Context: an optimization exercise on an open-source flow, tuned for small area and a short achievable clock period. The choices shown serve that exercise and are no tape-out recipe.
Where RTL was checked, it was by simulation tests only, not by an equivalence proof against the original.
No functional check of the RTL was part of run 6.
Power is estimated from default activity; no workload was simulated.

===== config.mk =====
export PLATFORM = sky130hd
export DESIGN_NAME = mproc
export DESIGN_NICKNAME = mproc
export VERILOG_FILES = /design/flow/design.v
export SDC_FILE = /design/flow/constraint.sdc
export NUM_CORES = 4
export LEC_CHECK = 0
export ABC_AREA = 1
export CAP_MARGIN = 20
export CORE_MARGIN = 2
export CORE_UTILIZATION = 40
export SETUP_SLACK_MARGIN = 5
export SLEW_MARGIN = 20

===== standard.sh =====
#!/bin/bash
# synth_recipe.tcl (not shown) runs the flow's synth.tcl, then flattens the netlist and writes it again
# the make line also repeats each setting of config.mk as NAME=value (left out here)
make -C /OpenROAD-flow-scripts/flow DESIGN_CONFIG=/design/flow/config.mk WORK_HOME=/design/flow/orfs CLKGATE_MAP_FILE= SYNTH_SCRIPT=/design/flow/synth_recipe.tcl "${@:-finish}"

===== flow/run.sh =====
#!/bin/bash
set -euo pipefail
MARGIN=5.6
sed -e "s/SETUP_SLACK_MARGIN=[0-9.]*/SETUP_SLACK_MARGIN=$MARGIN/" \
    -e "s|CLKGATE_MAP_FILE= |CLKGATE_MAP_FILE= 'BUFFER_PORTS_ARGS=-buffer_cell sky130_fd_sc_hd__buf_2' |" \
    standard.sh > my_standard.sh
bash my_standard.sh > layout.log 2>&1

===== design.v =====
module mul16lo_b (input wire [15:0] a, input wire [7:0] one, two, neg, output wire [15:0] p);
  wire pp0_0 = ((one[0] & a[0]) | (two[0] & 1'b0)) ^ neg[0];
  wire pp0_1 = ((one[0] & a[1]) | (two[0] & a[0])) ^ neg[0];
  wire pp0_2 = ((one[0] & a[2]) | (two[0] & a[1])) ^ neg[0];
  wire pp0_3 = ((one[0] & a[3]) | (two[0] & a[2])) ^ neg[0];
  wire pp0_4 = ((one[0] & a[4]) | (two[0] & a[3])) ^ neg[0];
  wire pp0_5 = ((one[0] & a[5]) | (two[0] & a[4])) ^ neg[0];
  wire pp0_6 = ((one[0] & a[6]) | (two[0] & a[5])) ^ neg[0];
  wire pp0_7 = ((one[0] & a[7]) | (two[0] & a[6])) ^ neg[0];
  wire pp0_8 = ((one[0] & a[8]) | (two[0] & a[7])) ^ neg[0];
  wire pp0_9 = ((one[0] & a[9]) | (two[0] & a[8])) ^ neg[0];
  wire pp0_10 = ((one[0] & a[10]) | (two[0] & a[9])) ^ neg[0];
  wire pp0_11 = ((one[0] & a[11]) | (two[0] & a[10])) ^ neg[0];
  wire pp0_12 = ((one[0] & a[12]) | (two[0] & a[11])) ^ neg[0];
  wire pp0_13 = ((one[0] & a[13]) | (two[0] & a[12])) ^ neg[0];
  wire pp0_14 = ((one[0] & a[14]) | (two[0] & a[13])) ^ neg[0];
  wire pp0_15 = ((one[0] & a[15]) | (two[0] & a[14])) ^ neg[0];
  wire pp1_0 = ((one[1] & a[0]) | (two[1] & 1'b0)) ^ neg[1];
  wire pp1_1 = ((one[1] & a[1]) | (two[1] & a[0])) ^ neg[1];
  wire pp1_2 = ((one[1] & a[2]) | (two[1] & a[1])) ^ neg[1];
  wire pp1_3 = ((one[1] & a[3]) | (two[1] & a[2])) ^ neg[1];
  wire pp1_4 = ((one[1] & a[4]) | (two[1] & a[3])) ^ neg[1];
  wire pp1_5 = ((one[1] & a[5]) | (two[1] & a[4])) ^ neg[1];
  wire pp1_6 = ((one[1] & a[6]) | (two[1] & a[5])) ^ neg[1];
  wire pp1_7 = ((one[1] & a[7]) | (two[1] & a[6])) ^ neg[1];
  wire pp1_8 = ((one[1] & a[8]) | (two[1] & a[7])) ^ neg[1];
  wire pp1_9 = ((one[1] & a[9]) | (two[1] & a[8])) ^ neg[1];
  wire pp1_10 = ((one[1] & a[10]) | (two[1] & a[9])) ^ neg[1];
  wire pp1_11 = ((one[1] & a[11]) | (two[1] & a[10])) ^ neg[1];
  wire pp1_12 = ((one[1] & a[12]) | (two[1] & a[11])) ^ neg[1];
  wire pp1_13 = ((one[1] & a[13]) | (two[1] & a[12])) ^ neg[1];
  wire pp2_0 = ((one[2] & a[0]) | (two[2] & 1'b0)) ^ neg[2];
  wire pp2_1 = ((one[2] & a[1]) | (two[2] & a[0])) ^ neg[2];
  wire pp2_2 = ((one[2] & a[2]) | (two[2] & a[1])) ^ neg[2];
  wire pp2_3 = ((one[2] & a[3]) | (two[2] & a[2])) ^ neg[2];
  wire pp2_4 = ((one[2] & a[4]) | (two[2] & a[3])) ^ neg[2];
  wire pp2_5 = ((one[2] & a[5]) | (two[2] & a[4])) ^ neg[2];
  wire pp2_6 = ((one[2] & a[6]) | (two[2] & a[5])) ^ neg[2];
  wire pp2_7 = ((one[2] & a[7]) | (two[2] & a[6])) ^ neg[2];
  wire pp2_8 = ((one[2] & a[8]) | (two[2] & a[7])) ^ neg[2];
  wire pp2_9 = ((one[2] & a[9]) | (two[2] & a[8])) ^ neg[2];
  wire pp2_10 = ((one[2] & a[10]) | (two[2] & a[9])) ^ neg[2];
  wire pp2_11 = ((one[2] & a[11]) | (two[2] & a[10])) ^ neg[2];
  wire pp3_0 = ((one[3] & a[0]) | (two[3] & 1'b0)) ^ neg[3];
  wire pp3_1 = ((one[3] & a[1]) | (two[3] & a[0])) ^ neg[3];
  wire pp3_2 = ((one[3] & a[2]) | (two[3] & a[1])) ^ neg[3];
  wire pp3_3 = ((one[3] & a[3]) | (two[3] & a[2])) ^ neg[3];
  wire pp3_4 = ((one[3] & a[4]) | (two[3] & a[3])) ^ neg[3];
  wire pp3_5 = ((one[3] & a[5]) | (two[3] & a[4])) ^ neg[3];
  wire pp3_6 = ((one[3] & a[6]) | (two[3] & a[5])) ^ neg[3];
  wire pp3_7 = ((one[3] & a[7]) | (two[3] & a[6])) ^ neg[3];
  wire pp3_8 = ((one[3] & a[8]) | (two[3] & a[7])) ^ neg[3];
  wire pp3_9 = ((one[3] & a[9]) | (two[3] & a[8])) ^ neg[3];
  wire pp4_0 = ((one[4] & a[0]) | (two[4] & 1'b0)) ^ neg[4];
  wire pp4_1 = ((one[4] & a[1]) | (two[4] & a[0])) ^ neg[4];
  wire pp4_2 = ((one[4] & a[2]) | (two[4] & a[1])) ^ neg[4];
  wire pp4_3 = ((one[4] & a[3]) | (two[4] & a[2])) ^ neg[4];
  wire pp4_4 = ((one[4] & a[4]) | (two[4] & a[3])) ^ neg[4];
  wire pp4_5 = ((one[4] & a[5]) | (two[4] & a[4])) ^ neg[4];
  wire pp4_6 = ((one[4] & a[6]) | (two[4] & a[5])) ^ neg[4];
  wire pp4_7 = ((one[4] & a[7]) | (two[4] & a[6])) ^ neg[4];
  wire pp5_0 = ((one[5] & a[0]) | (two[5] & 1'b0)) ^ neg[5];
  wire pp5_1 = ((one[5] & a[1]) | (two[5] & a[0])) ^ neg[5];
  wire pp5_2 = ((one[5] & a[2]) | (two[5] & a[1])) ^ neg[5];
  wire pp5_3 = ((one[5] & a[3]) | (two[5] & a[2])) ^ neg[5];
  wire pp5_4 = ((one[5] & a[4]) | (two[5] & a[3])) ^ neg[5];
  wire pp5_5 = ((one[5] & a[5]) | (two[5] & a[4])) ^ neg[5];
  wire pp6_0 = ((one[6] & a[0]) | (two[6] & 1'b0)) ^ neg[6];
  wire pp6_1 = ((one[6] & a[1]) | (two[6] & a[0])) ^ neg[6];
  wire pp6_2 = ((one[6] & a[2]) | (two[6] & a[1])) ^ neg[6];
  wire pp6_3 = ((one[6] & a[3]) | (two[6] & a[2])) ^ neg[6];
  wire pp7_0 = ((one[7] & a[0]) | (two[7] & 1'b0)) ^ neg[7];
  wire pp7_1 = ((one[7] & a[1]) | (two[7] & a[0])) ^ neg[7];
  wire s0 = pp0_10 ^ pp1_8;
  wire c0 = pp0_10 & pp1_8;
  wire s1 = pp0_11 ^ pp1_9;
  wire c1 = pp0_11 & pp1_9;
  wire s2 = pp0_12 ^ pp1_10 ^ pp2_8;
  wire c2 = (pp0_12 & pp1_10) | (pp0_12 & pp2_8) | (pp1_10 & pp2_8);
  wire s3 = pp3_6 ^ pp4_4;
  wire c3 = pp3_6 & pp4_4;
  wire s4 = pp0_13 ^ pp1_11 ^ pp2_9;
  wire c4 = (pp0_13 & pp1_11) | (pp0_13 & pp2_9) | (pp1_11 & pp2_9);
  wire s5 = pp3_7 ^ pp4_5;
  wire c5 = pp3_7 & pp4_5;
  wire s6 = pp0_14 ^ pp1_12 ^ pp2_10;
  wire c6 = (pp0_14 & pp1_12) | (pp0_14 & pp2_10) | (pp1_12 & pp2_10);
  wire s7 = pp3_8 ^ pp4_6 ^ pp5_4;
  wire c7 = (pp3_8 & pp4_6) | (pp3_8 & pp5_4) | (pp4_6 & pp5_4);
  wire s8 = pp6_2 ^ pp7_0;
  wire c8 = pp6_2 & pp7_0;
  wire s9 = pp0_15 ^ pp1_13 ^ pp2_11;
  wire s10 = pp3_9 ^ pp4_7 ^ pp5_5;
  wire s11 = pp6_3 ^ pp7_1;
  wire s12 = pp0_6 ^ pp1_4;
  wire c12 = pp0_6 & pp1_4;
  wire s13 = pp0_7 ^ pp1_5;
  wire c13 = pp0_7 & pp1_5;
  wire s14 = pp0_8 ^ pp1_6 ^ pp2_4;
  wire c14 = (pp0_8 & pp1_6) | (pp0_8 & pp2_4) | (pp1_6 & pp2_4);
  wire s15 = pp3_2 ^ pp4_0;
  wire c15 = pp3_2 & pp4_0;
  wire s16 = pp0_9 ^ pp1_7 ^ pp2_5;
  wire c16 = (pp0_9 & pp1_7) | (pp0_9 & pp2_5) | (pp1_7 & pp2_5);
  wire s17 = pp3_3 ^ pp4_1;
  wire c17 = pp3_3 & pp4_1;
  wire s18 = s0 ^ pp2_6 ^ pp3_4;
  wire c18 = (s0 & pp2_6) | (s0 & pp3_4) | (pp2_6 & pp3_4);
  wire s19 = pp4_2 ^ pp5_0 ^ neg[5];
  wire c19 = (pp4_2 & pp5_0) | (pp4_2 & neg[5]) | (pp5_0 & neg[5]);
  wire s20 = s1 ^ pp2_7 ^ pp3_5;
  wire c20 = (s1 & pp2_7) | (s1 & pp3_5) | (pp2_7 & pp3_5);
  wire s21 = pp4_3 ^ pp5_1 ^ c0;
  wire c21 = (pp4_3 & pp5_1) | (pp4_3 & c0) | (pp5_1 & c0);
  wire s22 = s2 ^ s3 ^ pp5_2;
  wire c22 = (s2 & s3) | (s2 & pp5_2) | (s3 & pp5_2);
  wire s23 = pp6_0 ^ neg[6] ^ c1;
  wire c23 = (pp6_0 & neg[6]) | (pp6_0 & c1) | (neg[6] & c1);
  wire s24 = s4 ^ s5 ^ pp5_3;
  wire c24 = (s4 & s5) | (s4 & pp5_3) | (s5 & pp5_3);
  wire s25 = pp6_1 ^ c2 ^ c3;
  wire c25 = (pp6_1 & c2) | (pp6_1 & c3) | (c2 & c3);
  wire s26 = s6 ^ s7 ^ s8;
  wire c26 = (s6 & s7) | (s6 & s8) | (s7 & s8);
  wire s27 = neg[7] ^ c4 ^ c5;
  wire c27 = (neg[7] & c4) | (neg[7] & c5) | (c4 & c5);
  wire s28 = s9 ^ s10 ^ s11;
  wire s29 = c6 ^ c7 ^ c8;
  wire s30 = pp0_4 ^ pp1_2;
  wire c30 = pp0_4 & pp1_2;
  wire s31 = pp0_5 ^ pp1_3;
  wire c31 = pp0_5 & pp1_3;
  wire s32 = s12 ^ pp2_2 ^ pp3_0;
  wire c32 = (s12 & pp2_2) | (s12 & pp3_0) | (pp2_2 & pp3_0);
  wire s33 = s13 ^ pp2_3 ^ pp3_1;
  wire c33 = (s13 & pp2_3) | (s13 & pp3_1) | (pp2_3 & pp3_1);
  wire s34 = s14 ^ s15 ^ neg[4];
  wire c34 = (s14 & s15) | (s14 & neg[4]) | (s15 & neg[4]);
  wire s35 = s16 ^ s17 ^ c14;
  wire c35 = (s16 & s17) | (s16 & c14) | (s17 & c14);
  wire s36 = s18 ^ s19 ^ c16;
  wire c36 = (s18 & s19) | (s18 & c16) | (s19 & c16);
  wire s37 = s20 ^ s21 ^ c18;
  wire c37 = (s20 & s21) | (s20 & c18) | (s21 & c18);
  wire s38 = s22 ^ s23 ^ c20;
  wire c38 = (s22 & s23) | (s22 & c20) | (s23 & c20);
  wire s39 = s24 ^ s25 ^ c22;
  wire c39 = (s24 & s25) | (s24 & c22) | (s25 & c22);
  wire s40 = s26 ^ s27 ^ c24;
  wire c40 = (s26 & s27) | (s26 & c24) | (s27 & c24);
  wire s41 = s28 ^ s29 ^ c26;
  wire s42 = pp0_2 ^ pp1_0;
  wire c42 = pp0_2 & pp1_0;
  wire s43 = pp0_3 ^ pp1_1;
  wire c43 = pp0_3 & pp1_1;
  wire s44 = s30 ^ pp2_0 ^ neg[2];
  wire c44 = (s30 & pp2_0) | (s30 & neg[2]) | (pp2_0 & neg[2]);
  wire s45 = s31 ^ pp2_1 ^ c30;
  wire c45 = (s31 & pp2_1) | (s31 & c30) | (pp2_1 & c30);
  wire s46 = s32 ^ neg[3] ^ c31;
  wire c46 = (s32 & neg[3]) | (s32 & c31) | (neg[3] & c31);
  wire s47 = s33 ^ c12 ^ c32;
  wire c47 = (s33 & c12) | (s33 & c32) | (c12 & c32);
  wire s48 = s34 ^ c13 ^ c33;
  wire c48 = (s34 & c13) | (s34 & c33) | (c13 & c33);
  wire s49 = s35 ^ c15 ^ c34;
  wire c49 = (s35 & c15) | (s35 & c34) | (c15 & c34);
  wire s50 = s36 ^ c17 ^ c35;
  wire c50 = (s36 & c17) | (s36 & c35) | (c17 & c35);
  wire s51 = s37 ^ c19 ^ c36;
  wire c51 = (s37 & c19) | (s37 & c36) | (c19 & c36);
  wire s52 = s38 ^ c21 ^ c37;
  wire c52 = (s38 & c21) | (s38 & c37) | (c21 & c37);
  wire s53 = s39 ^ c23 ^ c38;
  wire c53 = (s39 & c23) | (s39 & c38) | (c23 & c38);
  wire s54 = s40 ^ c25 ^ c39;
  wire c54 = (s40 & c25) | (s40 & c39) | (c25 & c39);
  wire s55 = s41 ^ c27 ^ c40;
  wire [15:0] x = {s55, s54, s53, s52, s51, s50, s49, s48, s47, s46, s45, s44, s43, s42, pp0_1, pp0_0};
  wire [15:0] y = {c54, c53, c52, c51, c50, c49, c48, c47, c46, c45, c44, c43, c42, neg[1], 1'b0, neg[0]};
  assign p = x + y;
endmodule
module alu (input wire [2:0] op, input wire binv, input wire [15:0] a, b,
  output wire [15:0] o, output wire cout);
  wire [15:0] bx = b ^ {16{binv}};
  wire [15:0] g = a & bx;
  wire [15:0] p = a ^ bx;
  wire [15:0] c;    
  bk16 bk (g, p, binv, c);
  wire [15:0] s = p ^ {c[14:0], binv};
  assign cout = c[15];
  wire [3:0] n = b[3:0];
  wire [15:0] ar;
  genvar k;
  generate for (k = 0; k < 16; k = k + 1) begin : rv
    assign ar[k] = a[15-k];
  end endgenerate
  wire [15:0] si = op[0] ? ar : a;
  wire [15:0] sh = si << n;
  wire [15:0] shr;
  generate for (k = 0; k < 16; k = k + 1) begin : rv2
    assign shr[k] = sh[15-k];
  end endgenerate
  wire [15:0] shrq = {shr[15:10], shr[9] & (n != 4'd6), shr[8] & (n != 4'd7), shr[7:0]};
  reg [15:0] r;
  always @(*) begin
    case (op)
      3'd0, 3'd1: r = s;
      3'd2: r = g;
      3'd3: r = g | p;
      3'd4: r = p;
      3'd6: r = sh;
      3'd7: r = shrq;
      default: r = 16'h0000;
    endcase
  end
  assign o = r;
endmodule
module bk16 (input wire [15:0] g, p, input wire ci, output wire [15:0] c);
  wire [15:0] g0 = {g[15:1], g[0] | (p[0] & ci)};
  wire [7:0] g1, p1;
  genvar k;
  generate for (k = 0; k < 8; k = k + 1) begin : l1
    assign g1[k] = g0[2*k+1] | (p[2*k+1] & g0[2*k]);
    assign p1[k] = p[2*k+1] & p[2*k];
  end endgenerate
  wire [3:0] g2, p2;
  generate for (k = 0; k < 4; k = k + 1) begin : l2
    assign g2[k] = g1[2*k+1] | (p1[2*k+1] & g1[2*k]);
    assign p2[k] = p1[2*k+1] & p1[2*k];
  end endgenerate
  wire [1:0] g3, p3;
  generate for (k = 0; k < 2; k = k + 1) begin : l3
    assign g3[k] = g2[2*k+1] | (p2[2*k+1] & g2[2*k]);
    assign p3[k] = p2[2*k+1] & p2[2*k];
  end endgenerate
  wire g4 = g3[1] | (p3[1] & g3[0]);
  assign c[0] = g0[0];
  assign c[1] = g1[0];
  assign c[3] = g2[0];
  assign c[7] = g3[0];
  assign c[15] = g4;
  assign c[11] = g2[2] | (p2[2] & c[7]);
  assign c[5] = g1[2] | (p1[2] & c[3]);
  assign c[9] = g1[4] | (p1[4] & c[7]);
  assign c[13] = g1[6] | (p1[6] & c[11]);
  assign c[2] = g0[2] | (p[2] & c[1]);
  assign c[4] = g0[4] | (p[4] & c[3]);
  assign c[6] = g0[6] | (p[6] & c[5]);
  assign c[8] = g0[8] | (p[8] & c[7]);
  assign c[10] = g0[10] | (p[10] & c[9]);
  assign c[12] = g0[12] | (p[12] & c[11]);
  assign c[14] = g0[14] | (p[14] & c[13]);
endmodule
module booth_enc (input wire [15:0] b, output wire [7:0] one, two, neg);
  wire [16:0] bb = {b, 1'b0};
  genvar k;
  generate for (k = 0; k < 8; k = k + 1) begin : g
    assign neg[k] = bb[2*k+2];
    assign one[k] = bb[2*k+1] ^ bb[2*k];
    assign two[k] = (bb[2*k+2] & ~bb[2*k+1] & ~bb[2*k]) | (~bb[2*k+2] & bb[2*k+1] & bb[2*k]);
  end endgenerate
endmodule
module reg_file (input wire clk, input wire [7:1] we, input wire [15:0] wdata,
  input wire [2:0] ra, rb, output wire [15:0] qa, qb);
  reg [15:0] r [1:7];
  integer n;
  always @(posedge clk)
    for (n = 1; n < 8; n = n + 1)
      if (we[n]) r[n] <= wdata;
  wire [7:1] sa, sb;
  genvar i;
  generate for (i = 1; i < 8; i = i + 1) begin : dec
    assign sa[i] = (ra == i);
    assign sb[i] = (rb == i);
  end endgenerate
  assign qa = ({16{sa[1]}} & r[1]) | ({16{sa[2]}} & r[2]) | ({16{sa[3]}} & r[3]) | ({16{sa[4]}} & r[4]) |
              ({16{sa[5]}} & r[5]) | ({16{sa[6]}} & r[6]) | ({16{sa[7]}} & r[7]);
  assign qb = ({16{sb[1]}} & r[1]) | ({16{sb[2]}} & r[2]) | ({16{sb[3]}} & r[3]) | ({16{sb[4]}} & r[4]) |
              ({16{sb[5]}} & r[5]) | ({16{sb[6]}} & r[6]) | ({16{sb[7]}} & r[7]);
endmodule
module mproc (input wire clk, reset, input wire [15:0] d_in, output wire [6:0] addr, output wire [15:0] d_out);
  reg pa, pb, pc_;           
  reg [15:0] ir;             
  reg op0;                   
  reg carry;
  reg [6:0] pc;
  reg [15:0] opa, opb;
  reg [7:0] bone, btwo, bneg;  
  reg [15:0] ma;             
  always @(posedge clk) begin
    pa  <= reset | pc_;
    pb  <= ~reset & pa;
    pc_ <= ~reset & pb;
  end
  always @(posedge clk) ir <= d_in;
  always @(posedge clk)
    if (reset) op0 <= 1'b0;
    else if (pb) op0 <= d_in[9];
  reg binv;
  always @(posedge clk) binv <= ~reset & (pb ? (d_in[11:9] == 3'd1) : op0);
  wire ld = ir[15];
  wire is_alu = (ir[15:12] == 4'b0000);
  wire wr = ld | is_alu;
  wire [2:0] rd = ir[8:6];
  wire [15:0] alu_o, mul;
  wire cout;
  alu alu_0 ({ir[11:10], op0}, binv, opa, opb, alu_o, cout);
  mul16lo_b mul_0 (ma, bone, btwo, bneg, mul);
  always @(posedge clk) carry <= cout;
  wire sel_mul = pc_ & is_alu & ({ir[11:10], op0} == 3'd5) & ~reset;
  wire [15:0] other = reset ? 16'h0000 : (ld ? d_in : alu_o);
  wire [15:0] wdata = sel_mul ? mul : other;
  wire wen = pc_ & wr;
  wire [7:1] we;
  genvar i;
  generate for (i = 1; i < 8; i = i + 1) begin : g_we
    assign we[i] = reset | (wen & (rd == i));
  end endgenerate
  wire [15:0] qa, qb;
  reg_file rf (clk, we, wdata, d_in[2:0], d_in[5:3], qa, qb);
  wire [7:0] one_n, two_n, neg_n;
  booth_enc enc (qb, one_n, two_n, neg_n);
  always @(posedge clk) begin
    bone <= one_n;
    btwo <= two_n;
    bneg <= neg_n;
    ma <= qa;
  end
  wire ldop = pb & ~reset;
  wire fwa = wen & (rd == ir[2:0]) & (rd != 3'd0);
  wire fwb = wen & (rd == ir[5:3]) & (rd != 3'd0);
  wire [15:0] opa_d = sel_mul ? mul : (ldop ? qa : other);
  wire [15:0] opb_d = sel_mul ? mul : (ldop ? qb : other);
  always @(posedge clk) begin
    if (ldop | reset | fwa) opa <= opa_d;
    if (ldop | reset | fwb) opb <= opb_d;
  end
  wire j = pc_ & ir[14] & carry;
  wire [6:0] delta = ld ? (j ? 7'h7f : 7'h01) : (j ? (~ir[6:0] + 7'h01) : 7'h00);
  always @(posedge clk)
    if (reset) pc <= 7'h00;
    else if (pa) pc <= pc + 7'h01;
    else if (pc_) pc <= pc + delta;
  assign addr = pc;
  assign d_out = opa;
endmodule

===== constraint.sdc =====
create_clock -name core_clock -period 10.0 [get_ports {clk}]
set_input_delay 2.0000 -clock core_clock [delete_from_list [all_inputs] [get_ports {clk}]]
set_output_delay 2.0000 -clock core_clock [all_outputs]
set_load 0.01 [all_outputs]

==> reports/metrics.cfg, run 1 <==
[power]
total_power_mw = 4.921
p_per_area_nw_per_um2 = 290.2
p_switching_mw = 2.218
ir_drop_mv = 0.3443
p_comb_share_pct = 57.4
p_int_mw = 2.703
clock_power_share_pct = 19.4
p_seq_share_pct = 23.2
swShare_pct = 45.08
leakagePower_nw = 7.947

[setup_path]
crit_top_cell = fa_1
cpPeakStageDelay_ps = 520
timing.critical_path.cells = clkinvlp_4 -> buf_4 -> o22ai_4 -> xor2_2 -> fa_1 -> fa_1 -> inv_1 -> fa_1 -> inv_1 -> fa_1 -> ha_4 -> nand2_1 -> o21ai_0 -> a21oi_1 -> nand2_1 -> a21oi_1 -> o21ai_2 -> nand2_2
ff2ff_path_depth = 18
r2r-start = bone[1]
path_delay_family = adder cells
cp_num_cells = 18
critPathRequiredTime_ps = 10250
endpoint_kind = flip-flop
rr_endpoint = rf.r[2][13]
slowest_stage = fa_1
setup.worst_path.end = rf.r[2][13]
r2r_slack_ps = 5500
worstPathArrival_ps = 4750
cp_max_fo = 7
cp-startpoint = bone[1]
cp-start-kind = flip-flop
worst-path-buf-inv = 4
critPathKind = flip-flop to flip-flop

[synth]
syn_area_per_cell_um2 = 8.032
yosys.area.top_type = edfxtp_1
synth_warnings = 4
syn-instance-count = 1861
synth_flop_cell = edfxtp_1
synth_area_um2 = 14950
synth_cell_types = 53
async_flop_share_pct = 0
syn-num-nets = 1988
synth-edff-count = 144
synth.area.top_cells = edfxtp_1 (29%), nand2_1 (13%), dfxtp_1 (9.1%)
ys_seq_area_share_pct = 38.04
ys_ff_latch = 212
synth_top_area_share_pct = 28.93

[sta]
rsz0062_at_grt = true
fmax_ghz = 0.2223
setup_tns_ps = 0
skew_ps = 38.52
finalCritPeriodShare_pct = 44.98
slew_headroom_pct = 31.96
setup_ws_ps = 5502
worst_slew_pin_slew_ps = 1020
finalSetupViolations = 0
finalHoldViolations = 0
min_period_ps = 4498
drv_slew = 0

[job]
maxCapViolations = 0

[clock_tree]
h-tree-depth = 1
clk_latency_ps = 570
cts_buffer_depth = 3
cts_root_buf = clkbuf_16
cts_buffers = 26
postCtsHoldBufs = 0
cts_tree = yes
path_clk_slew_ps = 60
clkSinkCount = 212

[detailed_routing]
dr.first_iter.drc_count = 1447
drc = 0
antenna_left = 0
vias = 13410
drt_wl_total_um = 49580
first_pass_iters = 5
avgRoutedWirePerCell_um = 20.75
via_per_inst = 5.612

[placement]
dp_hpwl_um = 36140
dpl_worst_slack_ps = 5033
dpl_cell_area_um2 = 15600
io_buffers = 40
finalWeightedCongestion = 0.9664

[outcome]
status = complete, no violations

[finish]
drive_gt1_share_pct = 12.75
n_antenna_cell = 0
final_cell_mix = nand2_1 (527), inv_1 (242), edfxtp_1 (144)
nets = 2028
final_common_cell = nand2_1
design_area_um2 = 16960
syn2layout_area_growth_pct = 13.45
fillers = 3552

[die]
die_area_um2 = 38930
io_pins = 41
die_y_um = 197.3
rows = 70
initial_core_util_pct = 40.73
core-area_um2 = 36700
die_x_um = 197.3

[grt]
overflow = 0
antenna_found_initial = 0
track_usage_pct = 25.50
grt_max_degree = 42
grt_pass1_vias = 12690
grt_first_pass_wirelength_um = 75410

[worst_hold_path]
hp-class = flip-flop to flip-flop

-- per-stage QoR --
| stage | cells | utilization, % | hold slack, ps |
|---|---|---|---|
| after floorplan | 1861 | - | 437.6 |
| after global placement | 2318 | 42.50 | 463.7 |
| after detailed placement | 2318 | 42.50 | 466.7 |
| after CTS | 2378 | 45.50 | 488.1 |
| after global routing | 2389 | 46.21 | 515.1 |
| final | 2389 | 46.21 | 484.7 |
-- how the worst min path moves through the flow --
stage,startpoint,to,slack (ps),cells after the start
after global placement,pc[6],pc[6],460,2
after CTS,pc[6],pc[6],490,2
after detailed placement,pa,pb,470,2
after floorplan,pa,pb,440,2
after global routing,pc[6],pc[6],520,2
final,pc[6],pc[6],480,2
-- state kept, by name, summed over array words and instances (netlist names), 8 cells and up --
signal / cells
rf.r: 112
bone: 8
bneg: 8
opa: 16
btwo: 8
opb: 16
ir: 15
ma: 16
-- power by group through the flow --
stage	clock network (mW)	logic [mW]	registers, mW
global route	1.01	3.13	1.15
detailed placement	0	2.34	1.15
global placement	0	2.30	1.15
finish	0.954	2.82	1.14
floorplan	0	1.75	1.11
CTS	0.972	2.60	1.14
-- cell type report --
cell class	instances	area, um2	share of cell area [%]
Sequential cell	212	5707	33.65
Tap cell	468	585.6	3.453
Clock inverter	15	178.9	1.055
Clock buffer	33	701.9	4.139
Timing Repair Buffer	79	509.2	3.003
Inverter	278	1074	6.331
Multi-Input combinational cell	1304	8202	48.37
-- timing repair --
| item | CTS | global route |
|---|---|---|
| gates resized for setup | 45 | 39 |
| gates cloned | 0 | 0 |
| setup buffers | 12 | 11 |
| endpoints found under the setup margin | 50 | 130 |
| pin swaps | 5 | 15 |
-- layer usage --
layer | track usage (%) | share of wire [%]
met1 | 36.15 | 44
met2 | 40.25 | 45
met4 | 9.412 | 3.9
met5 | 0 | 0
met3 | 2.783 | 8.0
-- Yosys cell counts, types with 11 or more instances --
master,instances
nand2_1,535
inv_1,254
edfxtp_1,144
nand3_1,130
o22ai_1,87
xor2_1,78
nor2_1,69
dfxtp_1,68
ha_1,67
a21oi_1,54
o21ai_0,52
fa_1,42
clkbuf_1,33
xnor2_1,32
nand4_1,28
a221oi_1,23
buf_2,23
inv_2,20
a211oi_1,11
-- worst min-delay path, cell delays in order, from the launching register on --
cell     delay [ps]
dfxtp_1         320
inv_1            70
a21oi_1          60
-- kinds of logic after synthesis --
family	after synthesis	share of synthesized area [%]
AOI/OAI and AO/OA	284	12.09
DFF	212	38.04
buffers and inverters	345	9.066
adders and majority gates	109	11.23
xor gates and xnor gates	110	6.446
muxes	1	0.07533
and+or+nand+nor	800	23.05
==> run 2, diff against run 1 <==
==> run.sh (new file) <==
#!/bin/bash
# synth_recipe.tcl (not shown) runs the flow's synth.tcl, then flattens the netlist and writes it again
# the make line also repeats each setting of config.mk as NAME=value (left out here)
make -C /OpenROAD-flow-scripts/flow DESIGN_CONFIG=/design/flow/config.mk WORK_HOME=/design/flow/orfs CLKGATE_MAP_FILE= SYNTH_SCRIPT=/design/flow/synth_recipe.tcl finish
removed: flow/run.sh
removed: standard.sh
==> reports/metrics.cfg, run 2 <==
[setup_path]
critPathRequiredTime_ps = 10180
worstPathArrival_ps = 4950
ff2ff_path_depth = 14
critPathKind = flip-flop to flip-flop
cp-start-kind = flip-flop
endpoint_kind = flip-flop
cp_max_fo = 9

[power]
ir_drop_mv = 0.2235
p_per_area_nw_per_um2 = 270.5
leakagePower_nw = 7.790

[finish]
design_area_um2 = 16700
syn2layout_area_growth_pct = 11.72
n_antenna_cell = 0
largest_reg_flops = 112
fin_cells = 2376
drive_gt1_share_pct = 7.442
fillers = 3587
final_cell_mix = nand2_1 (532), inv_1 (249), edfxtp_1 (144)
regMostFlops = rf.r
nets = 2018
final_common_cell = nand2_1

[synth]
synth_flop_cell = edfxtp_1
syn_area_per_cell_um2 = 8.032
syn-num-nets = 1988
yosys.area.top_type = edfxtp_1
synth_area_um2 = 14950
ys_top_cells_by_count = nand2_1 (535), inv_1 (254), edfxtp_1 (144)
synth_top_area_share_pct = 28.93
synth_warnings = 4
synth-edff-count = 144
async_flop_share_pct = 0
synth.area.top_cells = edfxtp_1 (29%), nand2_1 (13%), dfxtp_1 (9.1%)
ys_ff_latch = 212
ys_seq_area_share_pct = 38.04
syn-instance-count = 1861
yosysMostFrequentCell = nand2_1
synth_cell_types = 53

[die]
core-area_um2 = 36700
io_pins = 41
die_area_um2 = 38930
initial_core_util_pct = 40.73
die_x_um = 197.3
die_y_um = 197.3
rows = 70

[sta]
drv_slew = 0
setup_ws_ps = 5228
rsz0062_at_grt = false
min_period_ps = 4772
finalHoldViolations = 0
slew_headroom_pct = 24.93
setup_tns_ps = 0
worst_slew_pin_slew_ps = 1122
finalSetupViolations = 0
skew_ps = 20.37
fmax_ghz = 0.2095
finalCritPeriodShare_pct = 47.72

[grt]
grt_pass1_vias = 12910
antenna_found_initial = 1
overflow = 0
grt_max_degree = 42
track_usage_pct = 25.39
grt_first_pass_wirelength_um = 75250

[placement]
dpl_cell_area_um2 = 15780
dpl_worst_slack_ps = 4870
finalWeightedCongestion = 0.9751
dpl.cell_count = 2315
dp_hpwl_um = 36360
io_buffers = 40

[detailed_routing]
drc = 0
via_per_inst = 5.623
first_pass_iters = 7
antenna_left = 0
avgRoutedWirePerCell_um = 20.81
drt_wl_total_um = 49450
dr.first_iter.drc_count = 1691
vias = 13360

[outcome]
status = complete, no violations

[clock_tree]
cts_root_buf = clkbuf_16
clk_latency_ps = 530
clkSinkCount = 212
cts_buffers = 23
cts_tree = yes
path_clk_slew_ps = 60
postCtsHoldBufs = 0
cts_buffer_depth = 3
h-tree-depth = 1

[job]
maxCapViolations = 0

[worst_hold_path]
hold_path_depth = 2
hp-class = flip-flop to flip-flop

[run 2: cell counts after synthesis]
No cell type changed its count.
[run 2: final timing paths]
kind               from          end  slack, ps
setup / recovery  ma[6]  rf.r[5][11]       5230
hold / removal       pa           pb        480
setup reg to reg  ma[6]  rf.r[5][11]       5230
hold reg to reg      pa           pb        480
[run 2: power breakdown]
group          total (mW)  internal (mW)  switching [mW]
registers            1.15           1.05           0.103
logic                2.55          0.915            1.63
clock network       0.822          0.457           0.366
total                4.52           2.42            2.10
[run 2: critical path, cell delays in order, from the launching register on]
cell	delay [ps]
dfxtp_1	380
clkinv_1	290
o22ai_1	270
xor2_1	230
fa_1	450
inv_1	80
fa_1	450
fa_1	450
ha_1	440
a21oi_1	370
o21ai_0	130
a21oi_1	130
nand2_1	100
o21ai_0	340
nand2_1	310
[run 2: cell type report]
type                            instances  area, um2  area share, %
Timing Repair inverter                  2      10.01        0.05994
Tap cell                              468      585.6          3.507
Clock inverter                         16      138.9         0.8317
Timing Repair Buffer                   70      625.6          3.746
Multi-Input combinational cell       1304       7988          47.83
Inverter                              278       1065          6.376
Clock buffer                           26      588.1          3.522
Sequential cell                       212       5698          34.12
[run 2: layer usage]
metal	global-route usage (%)	vias up	wire, um
met4	11.19	0	2402
li1	-	6272	-
met2	39.87	645	21480
met3	3.244	140	3911
met5	0	-	0
met1	35.15	6304	21660
[run 2: stage by stage]
step           hold slack, ps  util [%]  total power [mW]
2_1_floorplan           437.6         -             2.863
3_3_place_gp            462.3     42.98             3.632
3_5_place_dp            464.6     43.00             3.629
4_1_cts                 477.0     44.99             4.464
5_1_grt                 511.5     45.50             4.868
6_report                476.8     45.50             4.517
[run 2: what timing repair did]
action	in CTS	in global routing
setup endpoints to repair	21	32
pin swaps	0	0
setup buffers	0	17
resized for setup	6	17
gates cloned	0	2
[run 2: kinds of logic (layout without fill, tap and decap cells)]
| family | Yosys count | after routing | synth area share [%] |
|---|---|---|---|
| adder cells (fa/ha/maj) | 109 | 109 | 11.23 |
| AND/OR/NAND/NOR | 800 | 800 | 23.05 |
| buffers and inverters | 345 | 392 | 9.066 |
| AO/OA/AOI/OAI | 284 | 284 | 12.09 |
| XOR/XNOR | 110 | 110 | 6.446 |
| flip-flops | 212 | 212 | 38.04 |
| multiplexers | 1 | 1 | 0.07533 |
==> run 3, diff against run 2 <==
--- a/config.mk
+++ b/config.mk
@@ -9,5 +9,5 @@
 export CAP_MARGIN = 20
 export CORE_MARGIN = 2
 export CORE_UTILIZATION = 40
-export SETUP_SLACK_MARGIN = 5
+export SETUP_SLACK_MARGIN = 4.5
 export SLEW_MARGIN = 20
==> reports/metrics.cfg, run 3 <==
[finish]
design_area_um2 = 16510
drive_gt1_share_pct = 5.558
largest_reg_flops = 112
nets = 1999
final_cell_mix = nand2_1 (535), inv_1 (254), edfxtp_1 (144)
multiInputGateArea_um2 = 7966
regMostFlops = rf.r
seq_area_um2 = 5685
fin_cells = 2358
fin_util_pct = 44.98
final_common_cell = nand2_1
fillers = 3595
syn2layout_area_growth_pct = 10.45

[detailed_routing]
drc = 0
first_pass_iters = 6
vias = 13220
antenna_left = 0
drt_wl_total_um = 48930
avgRoutedWirePerCell_um = 20.75
via_per_inst = 5.605
dr.first_iter.drc_count = 1698

[setup_path]
endpoint_kind = flip-flop
cpPeakStageDelay_ps = 920
critPathKind = flip-flop to flip-flop
path_delay_family = adder cells
cp_max_fo = 16
cp-startpoint = bneg[0]
ff2ff_path_depth = 14
critPathRequiredTime_ps = 10200
worst-path-buf-inv = 2
cp_num_cells = 14
timing.critical_path.cells = inv_1 -> xor2_1 -> fa_1 -> inv_1 -> fa_1 -> fa_1 -> ha_1 -> a21oi_1 -> o21a_1 -> nand3_1 -> a21oi_1 -> o21bai_1 -> o21ai_0 -> nand2_1
crit_top_cell = fa_1
slowest_stage = dfxtp_1
worstPathArrival_ps = 5390
cp-start-kind = flip-flop
r2r-start = bneg[0]

[grt]
grt_max_degree = 42
grt_pass1_vias = 12900
grt_first_pass_wirelength_um = 75250
track_usage_pct = 25.38
overflow = 0
antenna_found_initial = 0

[synth]
syn_area_per_cell_um2 = 8.032
ys_top_cells_by_count = nand2_1 (535), inv_1 (254), edfxtp_1 (144)
async_flop_share_pct = 0
synth.area.top_cells = edfxtp_1 (29%), nand2_1 (13%), dfxtp_1 (9.1%)
synth_area_um2 = 14950
synth_top_area_share_pct = 28.93
synth-edff-count = 144
synth_flop_cell = edfxtp_1
yosysMostFrequentCell = nand2_1
ys_ff_latch = 212
synth_warnings = 4
syn-num-nets = 1988
ys_seq_area_share_pct = 38.04
synth_cell_types = 53
yosys.area.top_type = edfxtp_1
syn-instance-count = 1861

[die]
io_pins = 41
rows = 70
die_x_um = 197.3
core-area_um2 = 36700
die_y_um = 197.3
die_area_um2 = 38930
initial_core_util_pct = 40.73

[sta]
min_period_ps = 5186
setup_tns_ps = 0
drv_slew = 0
finalSetupViolations = 0
worst_slew_pin_slew_ps = 1095
skew_ps = 19.41
rsz0062_at_grt = true
fmax_ghz = 0.1928
slew_headroom_pct = 26.72
finalHoldViolations = 0
finalCritPeriodShare_pct = 51.86

[worst_hold_path]
hold_path_depth = 2
hold_start = pa
hp-class = flip-flop to flip-flop

[clock_tree]
cts_buffers = 23
cts_setup_buffers = 0
cts_buffer_depth = 3
clk_latency_ps = 530
cts_tree = yes
clkSinkCount = 212
path_clk_slew_ps = 60
h-tree-depth = 1
cts_root_buf = clkbuf_16

[power]
ir_drop_mv = 0.2170
p_per_area_nw_per_um2 = 270.1
leakagePower_nw = 7.720

[placement]
dp_hpwl_um = 36360
dpl.cell_count = 2315
finalWeightedCongestion = 0.9751
io_buffers = 40
dpl_cell_area_um2 = 15780

[job]
maxCapViolations = 0

[outcome]
status = complete, no violations

## run 3: logic make-up after synthesis
group / count (synthesis) / synth area share (%)
adder cells (fa/ha/maj): 109 / 11.23
XOR/XNOR: 110 / 6.446
flip-flops: 212 / 38.04
AND/OR/NAND/NOR: 800 / 23.05
multiplexers: 1 / 0.07533
buffers and inverters: 345 / 9.066
AO/OA/AOI/OAI: 284 / 12.09
## run 3: stage by stage
stage | hold slack (ps) | worst slack, ps | power (mW)
after floorplan | 437.6 | 5464 | 2.863
final | 480.0 | 4814 | 4.459
after global placement | 462.3 | 4912 | 3.632
after detailed placement | 464.6 | 4870 | 3.629
after CTS | 477.0 | 4820 | 4.460
after global routing | 511.5 | 4499 | 4.813
## run 3: where the power goes
part	internal, mW	total [mW]	switching [mW]	leakage [nW]
Sequential	1.05	1.15	0.101	2.06
Clock	0.456	0.820	0.363	0.353
Combinational	0.896	2.49	1.60	5.31
## run 3: timing repair
action                     CTS  global route
hold buffers                 0             0
setup endpoints to repair    0             7
resized for setup            0             1
## run 3: final cells by class
| cell class | instances | share of cell area, % |
|---|---|---|
| repair buffers | 53 | 3.017 |
| inverters | 278 | 6.321 |
| diodes | 1 | 0.01516 |
| well taps | 468 | 3.547 |
| flip-flops and latches | 212 | 34.44 |
| multi-input cells | 1304 | 48.26 |
| clock inverters | 16 | 0.8413 |
| clock buffers | 26 | 3.562 |
## run 3: final timing paths
check | to | slack [ps]
max | rf.r[5][14] | 4810
min reg2reg | pb | 480
min | pb | 480
max reg2reg | rf.r[5][14] | 4810
## run 3: worst register-to-register path, stage by stage, from the launching register on
cell and delay [ps]:
dfxtp_1 920, inv_1 270, xor2_1 240, fa_1 490
inv_1 50, fa_1 390, fa_1 530, ha_1 450
a21oi_1 240, o21a_1 130, nand3_1 140, a21oi_1 170
o21bai_1 90, o21ai_0 470, nand2_1 310
## run 3: routing by layer
layer  wire [um]  global-route usage [%]  share of wire (%)  vias to the layer above
met5           0                       0                  0                        -
met4        2123                   11.17                4.3                        0
met3        3964                   3.090                8.1                      118
met2       21650                   39.81                 44                      603
met1       21190                   35.29                 43                     6265
li1            -                       -                  -                     6231
==> run 4, diff against run 3 <==
--- a/design.v
+++ b/design.v
@@ -180,8 +180,9 @@
   wire [15:0] y = {c54, c53, c52, c51, c50, c49, c48, c47, c46, c45, c44, c43, c42, neg[1], 1'b0, neg[0]};
   assign p = x + y;
 endmodule
-module alu (input wire [2:0] op, input wire binv, input wire [15:0] a, b,
+module alu (input wire [2:0] op, input wire [15:0] a, b,
   output wire [15:0] o, output wire cout);
+  wire binv = op[0];
   wire [15:0] bx = b ^ {16{binv}};
   wire [15:0] g = a & bx;
   wire [15:0] p = a ^ bx;
@@ -207,7 +208,7 @@
     case (op)
       3'd0, 3'd1: r = s;
       3'd2: r = g;
-      3'd3: r = g | p;
+      3'd3: r = a | ~p;
       3'd4: r = p;
       3'd6: r = sh;
       3'd7: r = shrq;
@@ -286,7 +287,7 @@
   reg carry;
   reg [6:0] pc;
   reg [15:0] opa, opb;
-  reg [7:0] bone, btwo, bneg;  
+  reg [7:0] bone, btwo;      
   reg [15:0] ma;             
   always @(posedge clk) begin
     pa  <= reset | pc_;
@@ -297,16 +298,14 @@
   always @(posedge clk)
     if (reset) op0 <= 1'b0;
     else if (pb) op0 <= d_in[9];
-  reg binv;
-  always @(posedge clk) binv <= ~reset & (pb ? (d_in[11:9] == 3'd1) : op0);
   wire ld = ir[15];
   wire is_alu = (ir[15:12] == 4'b0000);
   wire wr = ld | is_alu;
   wire [2:0] rd = ir[8:6];
   wire [15:0] alu_o, mul;
   wire cout;
-  alu alu_0 ({ir[11:10], op0}, binv, opa, opb, alu_o, cout);
-  mul16lo_b mul_0 (ma, bone, btwo, bneg, mul);
+  alu alu_0 ({ir[11:10], op0}, opa, opb, alu_o, cout);
+  mul16lo_b mul_0 (ma, bone, btwo, {opb[15], opb[13], opb[11], opb[9], opb[7], opb[5], opb[3], opb[1]}, mul);
   always @(posedge clk) carry <= cout;
   wire sel_mul = pc_ & is_alu & ({ir[11:10], op0} == 3'd5) & ~reset;
   wire [15:0] other = reset ? 16'h0000 : (ld ? d_in : alu_o);
@@ -324,7 +323,6 @@
   always @(posedge clk) begin
     bone <= one_n;
     btwo <= two_n;
-    bneg <= neg_n;
     ma <= qa;
   end
   wire ldop = pb & ~reset;
==> flow/run.sh (new file) <==
#!/bin/bash
set -euo pipefail
MARGIN=6.5
sed -e "s/SETUP_SLACK_MARGIN=[0-9.]*/SETUP_SLACK_MARGIN=$MARGIN/" \
    -e "s|CLKGATE_MAP_FILE= |CLKGATE_MAP_FILE= 'BUFFER_PORTS_ARGS=-buffer_cell sky130_fd_sc_hd__buf_2' |" \
    standard.sh > my_standard.sh
bash my_standard.sh > layout.log 2>&1
==> standard.sh (new file) <==
#!/bin/bash
# synth_recipe.tcl (not shown) runs the flow's synth.tcl, then flattens the netlist and writes it again
# the make line also repeats each setting of config.mk as NAME=value (left out here)
make -C /OpenROAD-flow-scripts/flow DESIGN_CONFIG=/design/flow/config.mk WORK_HOME=/design/flow/orfs CLKGATE_MAP_FILE= SYNTH_SCRIPT=/design/flow/synth_recipe.tcl "${@:-finish}"
--- a/config.mk
+++ b/config.mk
@@ -9,5 +9,7 @@
 export CAP_MARGIN = 20
 export CORE_MARGIN = 2
 export CORE_UTILIZATION = 40
-export SETUP_SLACK_MARGIN = 4.5
+export CTS_BUF_LIST = sky130_fd_sc_hd__clkbuf_8
+export CTS_CLUSTER_SIZE = 20
+export SETUP_SLACK_MARGIN = 5
 export SLEW_MARGIN = 20
removed: run.sh
==> reports/metrics.cfg, run 4 <==
[sta]
setup_ws_ps = 5616
finalCritPeriodShare_pct = 43.84
drv_slew = 0
slew_headroom_pct = 31.33
rsz0062_at_grt = true
finalSetupViolations = 0
min_period_ps = 4384
fmax_ghz = 0.2281
finalHoldViolations = 0
whs_ps = 470.0
setup_tns_ps = 0
worst_slew_pin_slew_ps = 1030
skew_ps = 28.72

[detailed_routing]
dr.first_iter.drc_count = 1416
dr.max_layer_used = met4
drc = 0
avgRoutedWirePerCell_um = 20.93
via_per_inst = 5.662
wl_met2_um = 23150
wl_met1_um = 21210
antenna_left = 0
drt_wl_total_um = 50680
wl_met3_um = 4342
vias = 13710
first_pass_iters = 6

[synth]
ys_top_cells_by_count = nand2_1 (535), inv_1 (217), edfxtp_1 (144)
synth_area_um2 = 14700
synth_warnings = 4
synth_flop_cell = edfxtp_1
synth_top_area_share_pct = 29.43
yosysMostFrequentCell = nand2_1
synth.area.top_cells = edfxtp_1 (29%), nand2_1 (14%), dfxtp_1 (8.0%)
syn-instance-count = 1823
syn_area_per_cell_um2 = 8.061
ys_ff_latch = 203
ys_seq_area_share_pct = 37.46
synth_cell_types = 52
syn-num-nets = 1950
async_flop_share_pct = 0
synth-edff-count = 144
yosys.area.top_type = edfxtp_1

[placement]
finalWeightedCongestion = 0.9316
dpl.cell_count = 2286
dpl_worst_slack_ps = 5111
dp_hpwl_um = 35770
dpl_cell_area_um2 = 15580
io_buffers = 40

[die]
core-area_um2 = 36430
die_area_um2 = 38290
io_pins = 41
die_x_um = 195.7
initial_core_util_pct = 40.33
die_y_um = 195.7
rows = 70

[clock_tree]
clk_latency_ps = 550
clkSinkCount = 203
postCtsHoldBufs = 0
cts_root_buf = clkbuf_8
h-tree-depth = 2
path_clk_slew_ps = 60
cts_buffer_depth = 3
cts_tree = yes
cts_buffers = 37

[finish]
nets = 2055
fin_util_pct = 48.23
drive_gt1_share_pct = 19.96
fillers = 3513
fin_cells = 2422
syn2layout_area_growth_pct = 19.58
n_antenna_cell = 0
largest_reg_flops = 112
design_area_um2 = 17570
regMostFlops = rf.r
final_common_cell = nand2_1
final_cell_mix = nand2_1 (512), inv_1 (199), edfxtp_1 (144)

[setup_path]
cp_max_fo = 7
cpPeakStageDelay_ps = 530
crit_top_cell = fa_1
worstPathArrival_ps = 4660
cp-startpoint = opb[1]
endpoint_kind = flip-flop
timing.critical_path.cells = buf_4 -> buf_12 -> xor2_1 -> ha_1 -> fa_1 -> inv_1 -> fa_1 -> inv_2 -> fa_1 -> ha_4 -> nand2_4 -> o21a_1 -> nand3_2 -> nand2_2 -> nand2_2 -> a21oi_2 -> or2_4 -> nand3_4 -> nand2_4
slowest_stage = fa_1
cp-start-kind = flip-flop
r2r-start = opb[1]
critPathKind = flip-flop to flip-flop
critPathRequiredTime_ps = 10280

[power]
total_power_mw = 5.695
ir_drop_mv = 0.4544
leakagePower_nw = 8.051
p_per_area_nw_per_um2 = 324.1

[grt]
overflow = 0
antenna_found_initial = 0
grt_first_pass_wirelength_um = 76630
grt_max_degree = 33
track_usage_pct = 26.06
grt_pass1_vias = 13060

[outcome]
status = complete, no violations

[job]
maxCapViolations = 0

[worst_hold_path]
hold_start = pc[6]
hp-class = flip-flop to flip-flop

-- run 4: cell count changes in the layout (fill, tap and decap cells not counted), moves of 13 or more --
cell	delta
clkdlybuf4s50_1	-40
clkbuf_16	-23
clkinvlp_4	+13
buf_2	+37
xor2_1	+16
buf_4	+68
nand2_1	-23
clkbuf_8	+39
xnor2_1	-22
a21oi_1	-19
inv_1	-55
dfxtp_1	-19
-- run 4: worst paths after layout --
kind	to	slack [ps]	cells past startpoint
setup / recovery	rf.r[4][14]	5620	19
hold / removal	pc[6]	470	2
setup reg to reg	rf.r[4][14]	5620	19
hold reg to reg	pc[6]	470	2
-- run 4: per-layer routing --
layer	up-vias	track usage, %
li1	6344	-
met2	712	41.84
met3	124	3.662
met1	6534	35.80
met4	0	10.04
met5	-	0
-- run 4: worst max-delay path, delay by kind of cell, from the launching register on --
kind	cells	cell delay, ps
adders and majority gates	5	2120
and+or+nand+nor	7	730
DFF	1	450
buffers and inverters	4	400
AOI/OAI and AO/OA	2	260
xor gates and xnor gates	1	160
-- run 4: where the power goes --
group          switching, mW  leakage [nW]  internal (mW)
sequential            0.0864          1.99           1.01
combinational           2.25          5.67           1.57
clock                  0.362         0.393          0.415
-- run 4: timing repair --
action / in CTS / in global routing
pin swaps: 43 / 33
buffers inserted: 51 / 18
gates resized for setup: 115 / 63
setup endpoints to repair: 112 / 118
gates cloned: 2 / 0
-- run 4: cell families after synthesis --
family	synth area share, %
AOI/OAI and AO/OA	12.02
xor gates and xnor gates	6.496
adders and majority gates	11.43
buffers and inverters	8.420
DFF	37.46
muxes	0.07662
and+or+nand+nor	24.10
-- run 4: area by class of cell --
cell class	instances	area, um2	share of cell area (%)
Tap cell	468	585.6	3.332
Multi-Input combinational cell	1312	8753	49.81
Clock buffer	39	536.8	3.054
Inverter	244	997.2	5.675
Timing Repair Buffer	130	998.5	5.682
Sequential cell	203	5530	31.47
Clock inverter	26	171.4	0.9754
==> run 5, diff against run 4 <==
==> flow/run.sh (replaced) <==
#!/bin/bash
set -euo pipefail
MARGIN=6.0
sed -e "s/SETUP_SLACK_MARGIN=[0-9.]*/SETUP_SLACK_MARGIN=$MARGIN/" \
    -e "s|CLKGATE_MAP_FILE= |CLKGATE_MAP_FILE= 'BUFFER_PORTS_ARGS=-buffer_cell sky130_fd_sc_hd__buf_2' |" \
    standard.sh > my_standard.sh
bash my_standard.sh > layout.log 2>&1
--- a/config.mk
+++ b/config.mk
@@ -10,6 +10,6 @@
 export CORE_MARGIN = 2
 export CORE_UTILIZATION = 40
 export CTS_BUF_LIST = sky130_fd_sc_hd__clkbuf_8
-export CTS_CLUSTER_SIZE = 20
+export CTS_CLUSTER_SIZE = 16
 export SETUP_SLACK_MARGIN = 5
 export SLEW_MARGIN = 20
==> reports/metrics.cfg, run 5 <==
[sta]
rsz0062_at_grt = true
finalSetupViolations = 0
skew_ps = 33.76
worst_slew_pin_slew_ps = 1019
slew_headroom_pct = 31.65
finalCritPeriodShare_pct = 43.81
drv_slew = 0
setup_tns_ps = 0
finalHoldViolations = 0
fmax_ghz = 0.2282
min_period_ps = 4381

[power]
p_int_mw = 2.964
swShare_pct = 45.55
p_comb_share_pct = 64.2
p_per_area_nw_per_um2 = 319.3
ir_drop_mv = 0.4750
p_seq_share_pct = 20.1
leakagePower_nw = 7.880
clock_power_share_pct = 15.7
p_switching_mw = 2.479

[worst_hold_path]
hp-class = flip-flop to flip-flop
hold_start = pa

[synth]
syn-num-nets = 1950
synth.area.top_cells = edfxtp_1 (29%), nand2_1 (14%), dfxtp_1 (8.0%)
yosysMostFrequentCell = nand2_1
synth_top_area_share_pct = 29.43
syn-instance-count = 1823
synth_area_um2 = 14700
synth_flop_cell = edfxtp_1
synth-edff-count = 144
ys_seq_area_share_pct = 37.46
yosys.area.top_type = edfxtp_1
syn_area_per_cell_um2 = 8.061
ys_ff_latch = 203
ys_top_cells_by_count = nand2_1 (535), inv_1 (217), edfxtp_1 (144)
async_flop_share_pct = 0
synth_warnings = 4
synth_cell_types = 52

[detailed_routing]
drt_wl_total_um = 49890
first_pass_iters = 6
antenna_left = 0
via_per_inst = 5.674
dr.first_iter.drc_count = 1639
vias = 13580
avgRoutedWirePerCell_um = 20.85
drc = 0

[finish]
final_cell_mix = nand2_1 (519), inv_1 (212), edfxtp_1 (144)
syn2layout_area_growth_pct = 16.01
final_common_cell = nand2_1
drive_gt1_share_pct = 16.26
nets = 2025
n_antenna_cell = 0
design_area_um2 = 17050
fillers = 3549
largest_reg_flops = 112
regMostFlops = rf.r

[die]
initial_core_util_pct = 40.33
io_pins = 41
die_y_um = 195.7
core-area_um2 = 36430
die_x_um = 195.7
rows = 70
die_area_um2 = 38290

[setup_path]
slowest_stage = fa_1
path_delay_family = adder cells
cp_max_fo = 7
worst-path-buf-inv = 6
critPathKind = flip-flop to flip-flop
endpoint_kind = flip-flop
critPathRequiredTime_ps = 10270
cp-start-kind = flip-flop
timing.critical_path.cells = clkinvlp_4 -> buf_12 -> o22ai_2 -> xor2_1 -> fa_1 -> fa_1 -> inv_1 -> fa_1 -> inv_1 -> fa_1 -> inv_1 -> ha_4 -> inv_4 -> nor3_2 -> nor2_1 -> nand2_1 -> a21oi_2 -> nand3_1 -> nand3_2 -> nand2_4
cpPeakStageDelay_ps = 500
r2r-start = bone[1]
crit_top_cell = fa_1
worstPathArrival_ps = 4650
cp-startpoint = bone[1]

[clock_tree]
cts_tree = yes
path_clk_slew_ps = 60
postCtsHoldBufs = 0
clk_latency_ps = 560
cts_buffer_depth = 3
clkSinkCount = 203
cts_buffers = 38
h-tree-depth = 2
cts_root_buf = clkbuf_8

[grt]
antenna_found_initial = 0
grt_max_degree = 33
track_usage_pct = 25.76
overflow = 0
grt_first_pass_wirelength_um = 75630
grt_pass1_vias = 13010

[job]
maxCapViolations = 0

[placement]
finalWeightedCongestion = 0.9334
dp_hpwl_um = 35090
io_buffers = 40
dpl_cell_area_um2 = 15430

[outcome]
status = complete, no violations

run 5: cell counts after synthesis:
Identical to the previous run, type by type.
run 5: worst min-delay path, stage by stage, from the launching register on:
cell and delay (ps):
dfxtp_1 320, inv_1 70, nor2_1 40
run 5: logic make-up (layout without fill, tap and decap cells):
kind of cell	after synthesis	in the layout	synth area share, %
AO/OA/AOI/OAI	272	272	12.02
flip-flops	203	203	37.46
AND/OR/NAND/NOR	821	821	24.10
XOR/XNOR	109	109	6.496
adder cells (fa/ha/maj)	109	109	11.43
multiplexers	1	1	0.07662
buffers and inverters	308	410	8.420
run 5: final timing paths:
check,to,depth (start not counted),slack (ps)
worst max-delay path,rf.r[1][15],20,5620
worst min-delay path,pb,2,470
worst max register to register,rf.r[1][15],20,5620
worst min register to register,pb,2,470
run 5: layout make-up:
class,count,area (um2),area share (%)
multi-input cells,1312,8472,49.70
clock buffers,40,550.5,3.229
repair buffers,99,706.9,4.147
inverters,244,968.4,5.681
flip-flops and latches,203,5530,32.44
clock inverters,27,234.0,1.372
well taps,468,585.6,3.435
run 5: layer usage:
layer / global-route usage [%] / share of wire [%] / vias up
met3: 3.679 / 7.9 / 144
met2: 40.60 / 45 / 670
met5: 0 / 0 / -
li1: - / - / 6284
met1: 35.54 / 43 / 6481
met4: 11.00 / 4.3 / 0
run 5: through the flow:
step / setup WS, ps / hold WS, ps / total power [mW] / instances / utilization (%)
after global routing: 5468 / 515.2 / 5.864 / 2393 / 46.79
after detailed placement: 4923 / 463.1 / 3.844 / 2284 / 42.36
final: 5619 / 468.9 / 5.443 / 2393 / 46.79
after floorplan: 5766 / 437.6 / 3.255 / 1823 / -
after global placement: 4987 / 453.4 / 3.798 / 2284 / 42.36
after CTS: 5687 / 471.8 / 5.100 / 2386 / 46.01
run 5: power by group through the flow:
stage / Sequential (mW) / Clock [mW] / Combinational (mW)
floorplan: 1.07 / 0 / 2.18
global placement: 1.12 / 0 / 2.68
detailed placement: 1.12 / 0 / 2.73
CTS: 1.09 / 0.864 / 3.14
global route: 1.11 / 0.899 / 3.86
finish: 1.10 / 0.852 / 3.49
run 5: what timing repair did:
action | CTS | global route
cloned | 1 | 0
setup buffers | 34 | 7
pin swaps | 17 | 30
gates resized for setup | 74 | 46
setup endpoints to repair | 98 | 89
endpoints found under the hold margin | 0 | 0
==> run 6, diff against run 5 <==
--- a/design.v
+++ b/design.v
@@ -181,14 +181,15 @@
   assign p = x + y;
 endmodule
 module alu (input wire [2:0] op, input wire [15:0] a, b,
-  output wire [15:0] o, output wire cout);
+  output wire [15:0] s, g, o_or, p, sh, shrq, output wire cout);
   wire binv = op[0];
   wire [15:0] bx = b ^ {16{binv}};
-  wire [15:0] g = a & bx;
-  wire [15:0] p = a ^ bx;
+  assign g = a & bx;
+  assign p = a ^ bx;
   wire [15:0] c;    
   bk16 bk (g, p, binv, c);
-  wire [15:0] s = p ^ {c[14:0], binv};
+  assign s = p ^ {c[14:0], binv};
+  assign o_or = a | ~p;
   assign cout = c[15];
   wire [3:0] n = b[3:0];
   wire [15:0] ar;
@@ -197,25 +198,12 @@
     assign ar[k] = a[15-k];
   end endgenerate
   wire [15:0] si = op[0] ? ar : a;
-  wire [15:0] sh = si << n;
+  assign sh = si << n;
   wire [15:0] shr;
   generate for (k = 0; k < 16; k = k + 1) begin : rv2
     assign shr[k] = sh[15-k];
   end endgenerate
-  wire [15:0] shrq = {shr[15:10], shr[9] & (n != 4'd6), shr[8] & (n != 4'd7), shr[7:0]};
-  reg [15:0] r;
-  always @(*) begin
-    case (op)
-      3'd0, 3'd1: r = s;
-      3'd2: r = g;
-      3'd3: r = a | ~p;
-      3'd4: r = p;
-      3'd6: r = sh;
-      3'd7: r = shrq;
-      default: r = 16'h0000;
-    endcase
-  end
-  assign o = r;
+  assign shrq = {shr[15:10], shr[9] & (n != 4'd6), shr[8] & (n != 4'd7), shr[7:0]};
 endmodule
 module bk16 (input wire [15:0] g, p, input wire ci, output wire [15:0] c);
   wire [15:0] g0 = {g[15:1], g[0] | (p[0] & ci)};
@@ -302,14 +290,26 @@
   wire is_alu = (ir[15:12] == 4'b0000);
   wire wr = ld | is_alu;
   wire [2:0] rd = ir[8:6];
-  wire [15:0] alu_o, mul;
+  wire [2:0] op = {ir[11:10], op0};
+  wire [15:0] r_sum, r_and, r_or, r_xor, r_shl, r_shr, mul;
   wire cout;
-  alu alu_0 ({ir[11:10], op0}, opa, opb, alu_o, cout);
+  alu alu_0 (op, opa, opb, r_sum, r_and, r_or, r_xor, r_shl, r_shr, cout);
   mul16lo_b mul_0 (ma, bone, btwo, {opb[15], opb[13], opb[11], opb[9], opb[7], opb[5], opb[3], opb[1]}, mul);
   always @(posedge clk) carry <= cout;
-  wire sel_mul = pc_ & is_alu & ({ir[11:10], op0} == 3'd5) & ~reset;
-  wire [15:0] other = reset ? 16'h0000 : (ld ? d_in : alu_o);
-  wire [15:0] wdata = sel_mul ? mul : other;
+  wire exe = pc_ & ~reset;
+  wire xa = exe & is_alu;
+  wire s_ld  = exe & ld;
+  wire s_add = xa & (op[2:1] == 2'd0);
+  wire s_and = xa & (op == 3'd2);
+  wire s_or  = xa & (op == 3'd3);
+  wire s_xor = xa & (op == 3'd4);
+  wire s_mul = xa & (op == 3'd5);
+  wire s_shl = xa & (op == 3'd6);
+  wire s_shr = xa & (op == 3'd7);
+  wire [15:0] res = ({16{s_ld}} & d_in) | ({16{s_add}} & r_sum) | ({16{s_and}} & r_and) |
+                    ({16{s_or}} & r_or) | ({16{s_xor}} & r_xor) | ({16{s_shl}} & r_shl) |
+                    ({16{s_shr}} & r_shr);
+  wire [15:0] wdata = res | ({16{s_mul}} & mul);
   wire wen = pc_ & wr;
   wire [7:1] we;
   genvar i;
@@ -328,8 +328,8 @@
   wire ldop = pb & ~reset;
   wire fwa = wen & (rd == ir[2:0]) & (rd != 3'd0);
   wire fwb = wen & (rd == ir[5:3]) & (rd != 3'd0);
-  wire [15:0] opa_d = sel_mul ? mul : (ldop ? qa : other);
-  wire [15:0] opb_d = sel_mul ? mul : (ldop ? qb : other);
+  wire [15:0] opa_d = wdata | ({16{ldop}} & qa);
+  wire [15:0] opb_d = wdata | ({16{ldop}} & qb);
   always @(posedge clk) begin
     if (ldop | reset | fwa) opa <= opa_d;
     if (ldop | reset | fwb) opb <= opb_d;
==> reports/metrics.cfg, run 6 <==
[power]
clock_power_share_pct = 18.5
p_per_area_nw_per_um2 = 254.0
p_switching_mw = 1.875
p_comb_share_pct = 57.5
p_int_mw = 2.365
leakagePower_nw = 7.517
ir_drop_mv = 0.4553
p_seq_share_pct = 23.9
swShare_pct = 44.22

[placement]
dpl_cell_area_um2 = 14920
dpl.cell_count = 2131
dpl_worst_slack_ps = 5141
dp_hpwl_um = 34860
io_buffers = 40
finalWeightedCongestion = 0.9317

[job]
maxCapViolations = 0

[synth]
synth_area_um2 = 14110
yosys.area.top_type = edfxtp_1
ys_seq_area_share_pct = 39.02
synth_cell_types = 54
syn-num-nets = 1797
synth_flop_cell = edfxtp_1
ys_ff_latch = 203
ys_top_cells_by_count = nand2_1 (365), inv_1 (234), edfxtp_1 (144)
synth.area.top_cells = edfxtp_1 (31%), nand2_1 (9.7%), dfxtp_1 (8.4%)
synth_top_area_share_pct = 30.65
yosysMostFrequentCell = nand2_1
syn_area_per_cell_um2 = 8.448
synth_warnings = 3
syn-instance-count = 1670
synth-edff-count = 144
async_flop_share_pct = 0

[grt]
overflow = 0
grt_max_degree = 58
antenna_found_initial = 0
track_usage_pct = 26.72
grt_first_pass_wirelength_um = 73590
grt_pass1_vias = 12320

[clock_tree]
postCtsHoldBufs = 0
cts_tree = yes
cts_root_buf = clkbuf_8
cts_buffer_depth = 3
clk_latency_ps = 530
clkSinkCount = 203
h-tree-depth = 2
cts_buffers = 36
path_clk_slew_ps = 60

[sta]
setup_ws_ps = 5582
setup_tns_ps = 0
finalHoldViolations = 0
drv_slew = 0
fmax_ghz = 0.2264
worst_slew_pin_slew_ps = 965.6
skew_ps = 18.93
min_period_ps = 4418
slew_headroom_pct = 35.44
finalCritPeriodShare_pct = 44.18
rsz0062_at_grt = true
finalSetupViolations = 0

[die]
rows = 68
die_y_um = 191.8
die_x_um = 191.8
core-area_um2 = 34630
initial_core_util_pct = 40.74
io_pins = 41
die_area_um2 = 36790

[worst_hold_path]
hp-class = flip-flop to flip-flop
hold_start = pa

[detailed_routing]
via_per_inst = 5.713
antenna_left = 0
dr.first_iter.drc_count = 1398
wl_met1_um = 20610
drc = 0
wl_met3_um = 4357
wl_met2_um = 21950
first_pass_iters = 6
avgRoutedWirePerCell_um = 21.76
drt_wl_total_um = 48930
dr.max_layer_used = met4
vias = 12840

[finish]
n_antenna_cell = 0
final_cell_mix = nand2_1 (353), inv_1 (223), edfxtp_1 (144)
final_common_cell = nand2_1
seq_area_um2 = 5525
fillers = 3341
largest_reg_flops = 112
regMostFlops = rf.r
nets = 1893
drive_gt1_share_pct = 17.35
fin_cells = 2248
design_area_um2 = 16690
syn2layout_area_growth_pct = 18.32
multiInputGateArea_um2 = 8039

[setup_path]
cp-startpoint = btwo[0]
worstPathArrival_ps = 4670
slowest_stage = fa_1
critPathKind = flip-flop to flip-flop
endpoint_kind = flip-flop
path_delay_family = adder cells
cp-start-kind = flip-flop
critPathRequiredTime_ps = 10250
timing.critical_path.cells = clkinvlp_4 -> buf_4 -> o22ai_4 -> xor2_1 -> fa_1 -> fa_1 -> inv_1 -> fa_1 -> inv_1 -> fa_1 -> inv_2 -> ha_4 -> inv_4 -> nor3_1 -> a21oi_2 -> inv_1 -> nand2_2 -> nand3_4 -> nand2_4
r2r-start = btwo[0]
r2r_slack_ps = 5580
worst-path-buf-inv = 7
cpPeakStageDelay_ps = 520
crit_top_cell = fa_1
cp_max_fo = 7

[outcome]
status = complete, no violations

run 6: what timing repair did:
action,CTS,global route
buffers inserted,45,6
cloned,1,0
pin swaps,33,32
resized for setup,108,39
endpoints found under the setup margin,88,97
run 6: cells by family after synthesis:
group	synth area share (%)
flip-flops	39.02
multiplexers	0.8603
buffers and inverters	8.398
adder cells (fa/ha/maj)	11.90
AND/OR/NAND/NOR	18.33
XOR/XNOR	6.767
AO/OA/AOI/OAI	14.72
run 6: worst paths after layout:
check	to	depth (start not counted)
worst max register to register	rf.r[7][15]	19
worst max-delay path	rf.r[7][15]	19
worst min register to register	pb	2
worst min-delay path	pb	2
run 6: power by group through the flow:
stage                     clock, mW  combinational, mW  sequential (mW)
after detailed placement          0               1.74             1.03
after global placement            0               1.72             1.03
after global routing          0.834               2.65             1.02
final                         0.786               2.44             1.02
after floorplan                   0               1.33             1.01
after CTS                     0.793               2.16             1.01
run 6: area by class of cell:
cell class | instances | area share [%]
clock buffer | 41 | 3.380
clock inverter | 24 | 0.9219
inverter | 254 | 6.049
multi-input combinational | 1161 | 48.16
sequential | 203 | 33.10
tap | 455 | 3.410
timing repair buffer | 110 | 4.984
run 6: metal layers:
layer	vias to the layer above	global-route usage (%)
li1	5894	-
met1	6190	36.96
met2	627	42.32
met3	132	3.892
met4	0	10.12
met5	-	0
run 6: through the flow:
stage / power (mW) / hold slack [ps] / utilization (%)
3_5_place_dp: 2.774 / 453.0 / 43.08
6_report: 4.240 / 464.8 / 48.21
3_3_place_gp: 2.747 / 450.3 / 43.08
2_1_floorplan: 2.340 / 438.1 / -
4_1_cts: 3.969 / 462.8 / 47.55
5_1_grt: 4.508 / 500.7 / 48.21
run 6: worst reg2reg max path, stage by stage (launching register included):
cell	delay [ps]
dfxtp_2	360
clkinvlp_4	140
buf_4	180
o22ai_4	120
xor2_1	200
fa_1	480
fa_1	510
inv_1	50
fa_1	470
inv_1	50
fa_1	520
inv_2	50
ha_4	280
inv_4	40
nor3_1	240
a21oi_2	110
inv_1	80
nand2_2	70
nand3_4	90
nand2_4	90

-- what the ideal ports hide --
No port has a modelled driver above. Below, the same layouts with a new extraction and two added sets of constraints. Step 1: set_driving_cell puts a clkbuf_16 on clk and a buf_2 on each other input, an assumption about the parent block. Step 2 also shifts input and output timing later by t, the mid clock arrival at the registers, as if the neighbouring blocks saw the same clock. Slacks: ideal ports / drivers / drivers and shift; pairs: ideal ports / drivers.
| run | t, ns | setup slack, ns |
|---|---|---|
| run 1 | 0.597 | 5.502 / 5.502 / 5.211 |
| run 2 | 0.570 | 5.228 / 5.228 / 4.925 |
| run 3 | 0.570 | 4.814 / 4.814 / 4.814 |
| run 4 | 0.583 | 5.616 / 5.616 / 5.616 |
| run 5 | 0.591 | 5.619 / 5.619 / 5.619 |
| run 6 | 0.564 | 5.582 / 5.582 / 5.433 |
After both steps every run listed still meets setup and hold.
